Context: an optimization exercise on an open-source flow, tuned for small area, a short achievable clock period and few clock cycles. The choices shown serve that exercise and are no tape-out recipe.

the baseline:
==> flow/design.v <==
module grayscale(
  input  [23:0] d,
  output [7:0]  q
  );
wire [11:0] r  = {4'b0000, d[7:0]};
wire [11:0] g  = {4'b0000, d[15:8]};
wire [11:0] b  = {4'b0000, d[23:16]};
wire [11:0] t0 = r;
wire [11:0] t1 = r << 2;
wire [11:0] t2 = g;
wire [11:0] t3 = g << 3;
wire [11:0] t4 = b << 1;
wire [11:0] s1 = t0 ^ t1 ^ t2;
wire [11:0] c1 = ((t0 & t1) | (t0 & t2) | (t1 & t2)) << 1;
wire [11:0] s2 = s1 ^ c1 ^ t3;
wire [11:0] c2 = ((s1 & c1) | (s1 & t3) | (c1 & t3)) << 1;
wire [11:0] s3 = s2 ^ c2 ^ t4;
wire [11:0] c3 = ((s2 & c2) | (s2 & t4) | (c2 & t4)) << 1;
wire [11:0] total = s3 + c3;
assign q = total[11:4];
endmodule
module sat_add(
  input  [7:0] a,
  input  [7:0] m,
  input        neg,
  output [7:0] q
  );
wire [8:0] r = {1'b0, a} + {1'b0, m ^ {8{neg}}} + {8'b0, neg};
wire       ovf = r[8] ^ neg;
assign q = ovf ? {8{~neg}} : r[7:0];
endmodule
module err_dif(
  input  [7:0] a,
  input  [6:0] c7,
  input  [6:0] ep,
  input        sp,
  input        m3,
  output [7:0] v,
  output       s,
  output [6:0] e
  );
wire [8:0] ep3 = {2'b00, ep} + {1'b0, ep, 1'b0};
wire [4:0] d3  = m3 ? ep3[8:4] : 5'd0;
wire [5:0] d7  = c7[5:0];
wire       n7  = c7[6];
wire [9:0] p   = {2'b00, a} + ({4'b0000, d7} ^ {10{n7}}) + {9'd0, n7};
wire [9:0] m   = {5'b00000, d3} ^ {10{sp}};
wire [9:0] x   = {2'b00, a} + m + {9'd0, sp};
wire [9:0] y   = p + m + {9'd0, sp};
wire x_lo = x[9];
wire x_hi = !x[9] && x[8];
wire y_lo = y[9];
wire y_hi = !y[9] && y[8];
assign v = x_lo ? (n7 ? 8'd0 : {2'b00, d7}) :
           x_hi ? (n7 ? ~{2'b00, d7} : 8'd255) :
           y_lo ? 8'd0 :
           y_hi ? 8'd255 : y[7:0];
assign s  = v[7];
assign e  = v[6:0] ^ {7{v[7]}};
endmodule
module controller #(
  parameter W  = 800,
  parameter H  = 600,
  parameter K  = 4,
  parameter AW = 19
  ) (
  input               clk,
  input               rst,
  output reg [AW-1:0] oa,
  output reg [AW-1:0] ia,
  output reg          rd,
  output reg          wr,
  output reg          done,
  output reg          a_sel,     
  output reg          idle,      
  output reg          lane_k,    
  output reg          x_last,    
  output reg          x_nlast    
  );
function integer lg2;
  input integer n;
  integer i;
  begin
    lg2 = 0;
    for (i = n - 1; i > 0; i = i >> 1)
      lg2 = lg2 + 1;
  end
endfunction
localparam integer CW  = lg2(K + 2);
localparam integer XW  = lg2(W);
localparam integer WK1 = W * (K + 1);
localparam [AW-1:0] D_RD   = W * K + K + 2;
localparam [AW-1:0] D_RDW  = W * K + K + 2 - WK1;
localparam [AW-1:0] D_L0   = -1;
localparam [AW-1:0] D_L0W  = WK1 - 1;
localparam [AW-1:0] D_LN   = -W - 1;
localparam [AW-1:0] D_LNW  = WK1 - W - 1;
localparam [AW-1:0] I_L3   = -3 * W - 3;
localparam [AW-1:0] I_L3W  = WK1 - 3 * W - 3;
localparam [AW-1:0] I_L4   = -4 * W - 3;
localparam [AW-1:0] I_L4W  = WK1 - 4 * W - 3;
localparam [AW-1:0] I_L0   = W * (K - 2) + K;
localparam [AW-1:0] I_L0W  = W * (K - 2) + K - WK1;
localparam [AW-1:0] OA0    = W * (H - 1) + W - 3 - K;
localparam [AW-1:0] N_PIX  = W * H;         
localparam [AW-1:0] N_RD   = W * (H - K);   
localparam [AW-1:0] LAST   = W - 1;         
reg [CW-1:0] c;
reg [XW-1:0] x0;
wire         x0_s  = (x0 < 16);
wire [3:0]   x0_l  = x0[3:0];
wire         x0_e  = (x0 == W - 1);
reg [CW-1:0] c_n;
reg [AW-1:0] doa, dia, oa_n;
reg [3:0]    dx;
reg          wa, wi, rd_n, wr_n, done_n;
always @(*) begin
  c_n = (c == K + 1) ? {CW{1'b0}} : c + 1'b1;
  if (c == 0) begin
    wa  = x0_s && x0_l < K + 2;
    doa = wa ? D_RDW : D_RD;
  end else begin
    wa  = x0_s && x0_l == c - 1;
    if (c == 1)
      doa = wa ? D_L0W : D_L0;
    else
      doa = wa ? D_LNW : D_LN;
  end
  oa_n = oa + doa;
  dx = x0_l - c;
  if (c_n == 0) begin
    wi  = x0_s && x0_l >= 1 && x0_l <= K;
    dia = wi ? I_L0W : I_L0;
  end else if (c_n == K) begin
    wi  = (x0_s && x0_l < K - 1) || x0_e;
    dia = wi ? I_L0W : I_L0;
  end else if (c_n == K + 1) begin
    wi  = x0_s && x0_l < K;
    dia = wi ? I_L0W : I_L0;
  end else if (c_n == 1) begin
    wi  = x0_s && x0_l < 3;
    dia = wi ? I_L3W : I_L3;
  end else begin
    wi  = x0_s && x0_l >= c && dx <= 2;
    dia = wi ? I_L4W : I_L4;
  end
  done_n = done || (wr && oa == LAST);
  rd_n = (c_n == 1) && (oa_n < N_RD) && !done_n;
  wr_n = (c_n != 1) && (oa_n < N_PIX) && !done_n;
end
always @(posedge clk) begin
  ia      <= oa_n + dia;
  a_sel   <= (c_n == 1) && (oa_n < N_RD);
  idle    <= (c_n == 0);
  lane_k  <= (c_n == K + 1);
  x_last  <= x0_s && x0_l == c;
  x_nlast <= (c == 0) ? x0_e : (x0_s && x0_l == c - 1);
end
always @(posedge clk or posedge rst) begin
  if (rst) begin
    c    <= 0;
    x0   <= W - 1;
    oa   <= OA0;
    rd   <= 1'b0;
    wr   <= 1'b0;
    done <= 1'b0;
  end else begin
    c    <= c_n;
    if (c == K + 1)
      x0 <= x0_e ? {XW{1'b0}} : x0 + 1'b1;
    oa   <= oa_n;
    rd   <= rd_n;
    wr   <= wr_n;
    done <= done_n;
  end
end
endmodule
module sipu_core #(
  parameter W  = 800,
  parameter H  = 600,
  parameter K  = 4,
  parameter AW = 19
  ) (
  input           clk,
  input           rst,
  input  [23:0]   in_mem_data,
  input  [7:0]    out_mem_data,
  output reg [7:0] mux_data,
  output          en_in_mem,
  output [AW-1:0] in_mem_addr,
  output          en_out_mem,
  output [AW-1:0] out_mem_addr,
  output          out_mem_read,
  output          out_mem_write,
  output          done
  );
localparam integer RW = 19;     
wire a_sel, idle, lane_k, x_last, x_nlast;
controller #(.W(W), .H(H), .K(K), .AW(AW)) ctrl(
  .clk(clk), .rst(rst), .oa(out_mem_addr), .ia(in_mem_addr),
  .rd(out_mem_read), .wr(out_mem_write), .done(done),
  .a_sel(a_sel), .idle(idle), .lane_k(lane_k), .x_last(x_last), .x_nlast(x_nlast));
assign en_in_mem  = 1'b1;
assign en_out_mem = 1'b1;
reg [RW*(K+1)-1:0] ring;
reg [RW:0]         tail;
reg [23:0]         in_q;
reg [7:0]          g1_q;     
reg [6:0]          e_q;      
reg                s_q;      
wire [RW-1:0] head = ring[RW-1:0];
wire [7:0]    a    = head[7:0];
wire [6:0]    c7   = head[18:12];
wire [7:0] v;
wire       s;
wire [6:0] e;
err_dif ed(.a(a), .c7(c7), .ep(e_q), .sp(s_q), .m3(!x_last),
           .v(v), .s(s), .e(e));
wire [9:0] ep5 = {3'b000, e_q} + {1'b0, e_q, 2'b00};
wire [2:0] d1n = x_nlast ? 3'd0 : e_q[6:4];
wire [3:0] d1_nx = ring[2*RW-8:2*RW-11];
wire [7:0] g, g1, a_calc;
grayscale gray(.d(in_q), .q(g));
sat_add u_g1(.a(g), .m({5'b00000, d1_nx[2:0]}), .neg(d1_nx[3]), .q(g1));
sat_add u_g5(.a(g1_q), .m({2'b00, ep5[9:4]}), .neg(s_q), .q(a_calc));
wire [7:0] a_n  = a_sel ? out_mem_data : a_calc;
wire [7:0] c7_n = (x_last || lane_k) ? 8'd0 : {s, e};
wire [3:0] d1_n = {s_q && !x_nlast, d1n};
wire [9:0] t7 = {tail[18:12], 3'b000} - {3'b000, tail[18:12]};
always @(posedge clk) begin
  tail     <= {c7_n, d1_n, a_n};
  ring     <= {tail[19], t7[9:4], tail[11:0], ring[RW*(K+1)-1:RW]};
  in_q     <= in_mem_data;
  g1_q     <= g1;
  e_q      <= idle ? 7'd0 : e;
  s_q      <= s && !idle;
  mux_data <= lane_k ? v : {8{s}};
end
endmodule
module top(clk,
           rst,
           done,
           in_mem_data,
           out_mem_data,
           mux_data,
           en_in_mem,
           in_mem_addr,
           en_out_mem,
           out_mem_addr,
           out_mem_read,
           out_mem_write
           );
  input  clk;
  input  rst;
  input  [23:0]  in_mem_data;
  input  [7:0]   out_mem_data;
  output [7:0]   mux_data;
  output         en_in_mem;
  output [31:0]  in_mem_addr;
  output         en_out_mem;
  output [31:0]  out_mem_addr;
  output         out_mem_read;
  output         out_mem_write;
  output done;
  wire [18:0] in_addr;
  wire [18:0] out_addr;
  assign in_mem_addr  = {13'd0, in_addr};
  assign out_mem_addr = {13'd0, out_addr};
  sipu_core #(.W(800), .H(600), .K(6), .AW(19)) core(
    .clk(clk), .rst(rst),
    .in_mem_data(in_mem_data), .out_mem_data(out_mem_data),
    .mux_data(mux_data),
    .en_in_mem(en_in_mem), .in_mem_addr(in_addr),
    .en_out_mem(en_out_mem), .out_mem_addr(out_addr),
    .out_mem_read(out_mem_read), .out_mem_write(out_mem_write),
    .done(done));
endmodule
export LEC_CHECK = 0
export CAP_MARGIN = 20
export CORE_MARGIN = 2
export CORE_UTILIZATION = 40
export SLEW_MARGIN = 20
create_clock -name core_clock -period 24.0 [get_ports {clk}]
standard.sh (not shown) runs the stock make flow with config.mk's settings and CLKGATE_MAP_FILE= SYNTH_SCRIPT=/design/flow/synth_recipe.tcl, a recipe that flattens the netlist after the stock synthesis.
==> flow/flow/run.sh <==
#!/bin/bash
set -o pipefail
export BUFFER_PORTS_ARGS="-buffer_cell sky130_fd_sc_hd__buf_2"
export CTS_ARGS="-sink_clustering_enable -repair_clock_nets -dont_use_dummy_load -sink_clustering_size 26 -sink_clustering_max_diameter 90 -buf_list {sky130_fd_sc_hd__clkbuf_16}"
bash standard.sh > standard.log 2>&1
Relative to the baseline, the following input files were edited for the candidate:
--- a/flow/design.v
+++ b/flow/design.v
@@ -38,26 +38,15 @@
   output [7:0] v,
   output       s,
   output [6:0] e
   );
 wire [8:0] ep3 = {2'b00, ep} + {1'b0, ep, 1'b0};
 wire [4:0] d3  = m3 ? ep3[8:4] : 5'd0;
-wire [5:0] d7  = c7[5:0];
-wire       n7  = c7[6];
-wire [9:0] p   = {2'b00, a} + ({4'b0000, d7} ^ {10{n7}}) + {9'd0, n7};
-wire [9:0] m   = {5'b00000, d3} ^ {10{sp}};
-wire [9:0] x   = {2'b00, a} + m + {9'd0, sp};
-wire [9:0] y   = p + m + {9'd0, sp};
-wire x_lo = x[9];
-wire x_hi = !x[9] && x[8];
-wire y_lo = y[9];
-wire y_hi = !y[9] && y[8];
-assign v = x_lo ? (n7 ? 8'd0 : {2'b00, d7}) :
-           x_hi ? (n7 ? ~{2'b00, d7} : 8'd255) :
-           y_lo ? 8'd0 :
-           y_hi ? 8'd255 : y[7:0];
+wire [7:0] t;
+sat_add u_t(.a(a), .m({3'b000, d3}), .neg(sp), .q(t));
+sat_add u_v(.a(t), .m({2'b00, c7[5:0]}), .neg(c7[6]), .q(v));
 assign s  = v[7];
 assign e  = v[6:0] ^ {7{v[7]}};
 endmodule
 module controller #(
   parameter W  = 800,
   parameter H  = 600,
@@ -263,13 +252,13 @@
   output         out_mem_write;
   output done;
   wire [18:0] in_addr;
   wire [18:0] out_addr;
   assign in_mem_addr  = {13'd0, in_addr};
   assign out_mem_addr = {13'd0, out_addr};
-  sipu_core #(.W(800), .H(600), .K(6), .AW(19)) core(
+  sipu_core #(.W(800), .H(600), .K(7), .AW(19)) core(
     .clk(clk), .rst(rst),
     .in_mem_data(in_mem_data), .out_mem_data(out_mem_data),
     .mux_data(mux_data),
     .en_in_mem(en_in_mem), .in_mem_addr(in_addr),
     .en_out_mem(en_out_mem), .out_mem_addr(out_addr),
     .out_mem_read(out_mem_read), .out_mem_write(out_mem_write),
The candidate vs. the baseline: routed wire length moved up; number of endpoints with negative hold slack in the final report level; number of multi-input combinational cells moved up. The candidate vs the baseline — cell area rose 1.6%. The baseline has lower die area than the candidate. Re flip-flop and latch count: the candidate is 7.8% up on the baseline. A worst setup path startpoint of core.ctrl.oa[7] is what the baseline shows, while core.ctrl.oa[0] belongs to the candidate.
Function was not checked in any run of this note: the RTL went through the layout flow alone.

== main ==
top, a different RTL version from the one above (not shown whole).
For scale: roughly 1200 cells after synthesis, ~270 flip-flops, ~110 I/O pins, roughly 12000 um2 of cells after synthesis.
clock: 24.0 ns
lec_check: 0
cap_margin: 20
core_margin: 2
core_utilization: 40
slew_margin: 20
run.sh (not shown) runs the stock make flow with config.mk's settings and CLKGATE_MAP_FILE= SYNTH_SCRIPT=/design/flow/synth_recipe.tcl, a recipe that flattens the netlist after the stock synthesis.
Stock flow here: none of the scripts above is used.
Setup changes, main to the feature branch
-- flow/design.v --
<<< main, line 3
  output [7:0]  q
  );
wire [11:0] r  = {4'b0000, d[7:0]};
wire [11:0] g  = {4'b0000, d[15:8]};
wire [11:0] b  = {4'b0000, d[23:16]};
wire [11:0] t0 = r;
wire [11:0] t1 = r << 2;
wire [11:0] t2 = g;
wire [11:0] t3 = g << 3;
wire [11:0] t4 = b << 1;
wire [11:0] s1 = t0 ^ t1 ^ t2;
wire [11:0] c1 = ((t0 & t1) | (t0 & t2) | (t1 & t2)) << 1;
wire [11:0] s2 = s1 ^ c1 ^ t3;
wire [11:0] c2 = ((s1 & c1) | (s1 & t3) | (c1 & t3)) << 1;
wire [11:0] s3 = s2 ^ c2 ^ t4;
wire [11:0] c3 = ((s2 & c2) | (s2 & t4) | (c2 & t4)) << 1;
wire [11:0] total = s3 + c3;
assign q = total[11:4];
endmodule
>>> the feature branch, line 3
  output [7:0]  q
  );
wire [11:0] r = {4'b0000, d[7:0]};
wire [11:0] g = {4'b0000, d[15:8]};
wire [11:0] b = {4'b0000, d[23:16]};
wire [11:0] total = (r << 2) + r + (g << 3) + g + (b << 1);
assign q = total[11:4];
endmodule
<<< main, line 90
localparam [AW-1:0] D_LN   = -W - 1;
localparam [AW-1:0] D_LNW  = WK1 - W - 1;
localparam [AW-1:0] I_L3   = -3 * W - 3;
localparam [AW-1:0] I_L3W  = WK1 - 3 * W - 3;
localparam [AW-1:0] I_L4   = -4 * W - 3;
localparam [AW-1:0] I_L4W  = WK1 - 4 * W - 3;
localparam [AW-1:0] I_L0   = W * (K - 2) + K;
localparam [AW-1:0] I_L0W  = W * (K - 2) + K - WK1;
localparam [AW-1:0] OA0    = W * (H - 1) + W - 3 - K;
localparam [XW-1:0] XO0    = W - 3 - K;
>>> the feature branch, line 79
localparam [AW-1:0] D_LN   = -W - 1;
localparam [AW-1:0] D_LNW  = WK1 - W - 1;
localparam [AW-1:0] I_L2   = -2 * W - 2;
localparam [AW-1:0] I_L2W  = WK1 - 2 * W - 2;
localparam [AW-1:0] I_L3   = -3 * W - 2;
localparam [AW-1:0] I_L3W  = WK1 - 3 * W - 2;
localparam [AW-1:0] I_L0   = W * (K - 1) + K + 1;
localparam [AW-1:0] I_L0W  = W * (K - 1) + K + 1 - WK1;
localparam [AW-1:0] OA0    = W * (H - 1) + W - 3 - K;
localparam [XW-1:0] XO0    = W - 3 - K;
<<< main, line 128
    end
  end
  if (c_n == 0 || c_n == K || c_n == K + 1)
    dia = ({1'b0, xo_n} + K >= W) ? I_L0W : I_L0;
  else if (c_n == 1)
    dia = (xo_n < 3) ? I_L3W : I_L3;
  else
    dia = (xo_n < 3) ? I_L4W : I_L4;
  done_n = done || (c == K + 1 && bo == NB && xo == W - 1);
  rd_n = 1'b0;
>>> the feature branch, line 117
    end
  end
  if (c_n == 1)
    dia = (xo_n < 2) ? I_L2W : I_L2;
  else if (c_n == 0 || c_n == K + 1)
    dia = ({1'b0, xo_n} + (K + 1) >= W) ? I_L0W : I_L0;
  else
    dia = (xo_n < 2) ? I_L3W : I_L3;
  done_n = done || (c == K + 1 && bo == NB && xo == W - 1);
  rd_n = 1'b0;
<<< main, line 206
reg [RW*(K+2)-1:0] ring;
reg [23:0]         in_q;
reg [7:0]          g1_q;     
reg [6:0]          e_q;      
reg                s_q;      
wire [RW-1:0] head = ring[RW-1:0];
wire [7:0]    a    = head[7:0];
wire [7:0]    c7   = head[19:12];
wire [7:0] v;
>>> the feature branch, line 195
reg [RW*(K+2)-1:0] ring;
reg [23:0]         in_q;
reg [6:0]          e_q;      
reg                s_q;      
wire [RW-1:0] head = ring[RW-1:0];
wire [7:0]    a    = head[7:0];
wire [3:0]    d1   = head[11:8];
wire [7:0]    c7   = head[19:12];
wire [7:0] v;
<<< main, line 219
wire [9:0] ep5 = {3'b000, e_q} + {1'b0, e_q, 2'b00};
wire [2:0] d1n = x_nlast ? 3'd0 : e_q[6:4];
wire [3:0] d1_nx = ring[2*RW-9:2*RW-12];
wire [7:0] g, g1, a_calc;
grayscale gray(.d(in_q), .q(g));
sat_add u_g1(.a(g), .m({5'b00000, d1_nx[2:0]}), .neg(d1_nx[3]), .q(g1));
sat_add u_g5(.a(g1_q), .m({2'b00, ep5[9:4]}), .neg(s_q), .q(a_calc));
wire [7:0] a_n  = out_mem_read ? out_mem_data : a_calc;
wire [7:0] c7_n = (x_last || lane_k) ? 8'd0 : {s, e};
>>> the feature branch, line 208
wire [9:0] ep5 = {3'b000, e_q} + {1'b0, e_q, 2'b00};
wire [2:0] d1n = x_nlast ? 3'd0 : e_q[6:4];
wire [7:0] g, g1, a_calc;
grayscale gray(.d(in_q), .q(g));
sat_add u_g1(.a(g), .m({5'b00000, d1[2:0]}), .neg(d1[3]), .q(g1));
sat_add u_g5(.a(g1), .m({2'b00, ep5[9:4]}), .neg(s_q), .q(a_calc));
wire [7:0] a_n  = out_mem_read ? out_mem_data : a_calc;
wire [7:0] c7_n = (x_last || lane_k) ? 8'd0 : {s, e};
<<< main, line 230
  ring     <= {c7_n, d1_n, a_n, ring[RW*(K+2)-1:RW]};
  in_q     <= in_mem_data;
  g1_q     <= g1;
  e_q      <= idle ? 7'd0 : e;
  s_q      <= s && !idle;
>>> the feature branch, line 218
  ring     <= {c7_n, d1_n, a_n, ring[RW*(K+2)-1:RW]};
  in_q     <= in_mem_data;
  e_q      <= idle ? 7'd0 : e;
  s_q      <= s && !idle;
--- outcome ---
Delta (the feature branch minus main): total core area increased about 2%, sequential cell area fraction in the yosys report decreased 1.3 points, count of clock-buffer cells in the layout increased 12%, core utilization decreased 0.67 points, global-route wire length before repair increased 3.4%.
The lower total buffers and inverters traversed by the critical path came out of main.
Compared to main, the feature branch reaches a lower achievable clock.
Re number of cells on the critical path: main and the feature branch aren't equal, and the higher value belongs to the feature branch.
When the final numbers for main and the feature branch were put side by side, the area added between synthesis and finish turned out to be greater in main.
Synthesized area delta for the feature branch relative to main: about 1.3% higher
Compare main and the feature branch | global routing met2 resource utilization lower: the feature branch
Function was not checked in any run of this note: the RTL went through the layout flow alone.

[separate check: timing with driven ports]
No port has a modelled driver above. Below, the same layouts with a new extraction and two added sets of constraints. Step 1 sets driving cells, clkbuf_16 on the clock port and buf_2 on the other inputs (assumed; they add their load-dependent delay and slew). Step 2 adds t to the input delays and takes it off the output delays; t is the mean of the earliest and latest rising clock arrival at the registers after step 1. Input paths then give back, and output paths get back, about the clock's delay inside the block. a / b / c = no drivers / after step 1 / after step 2; a / b = the first two.
run | t, ns | setup slack, ns | hold slack, ns | worst register clock-pin slew, ns
the baseline | 0.499 | 17.952 / 17.903 / 18.113 | 0.314 / 0.314 / 0.314 | 0.10 / 0.10
the candidate | 0.529 | 17.973 / 17.925 / 18.044 | 0.296 / 0.296 / 0.296 | 0.10 / 0.10
main | 0.583 | 17.376 / 17.327 / 17.723 | 0.320 / 0.320 / 0.320 | 0.07 / 0.07
the feature branch | 0.594 | 16.512 / 16.512 / 16.512 | 0.288 / 0.288 / 0.288 | 0.06 / 0.06
After both steps setup and hold are still met in every run listed.
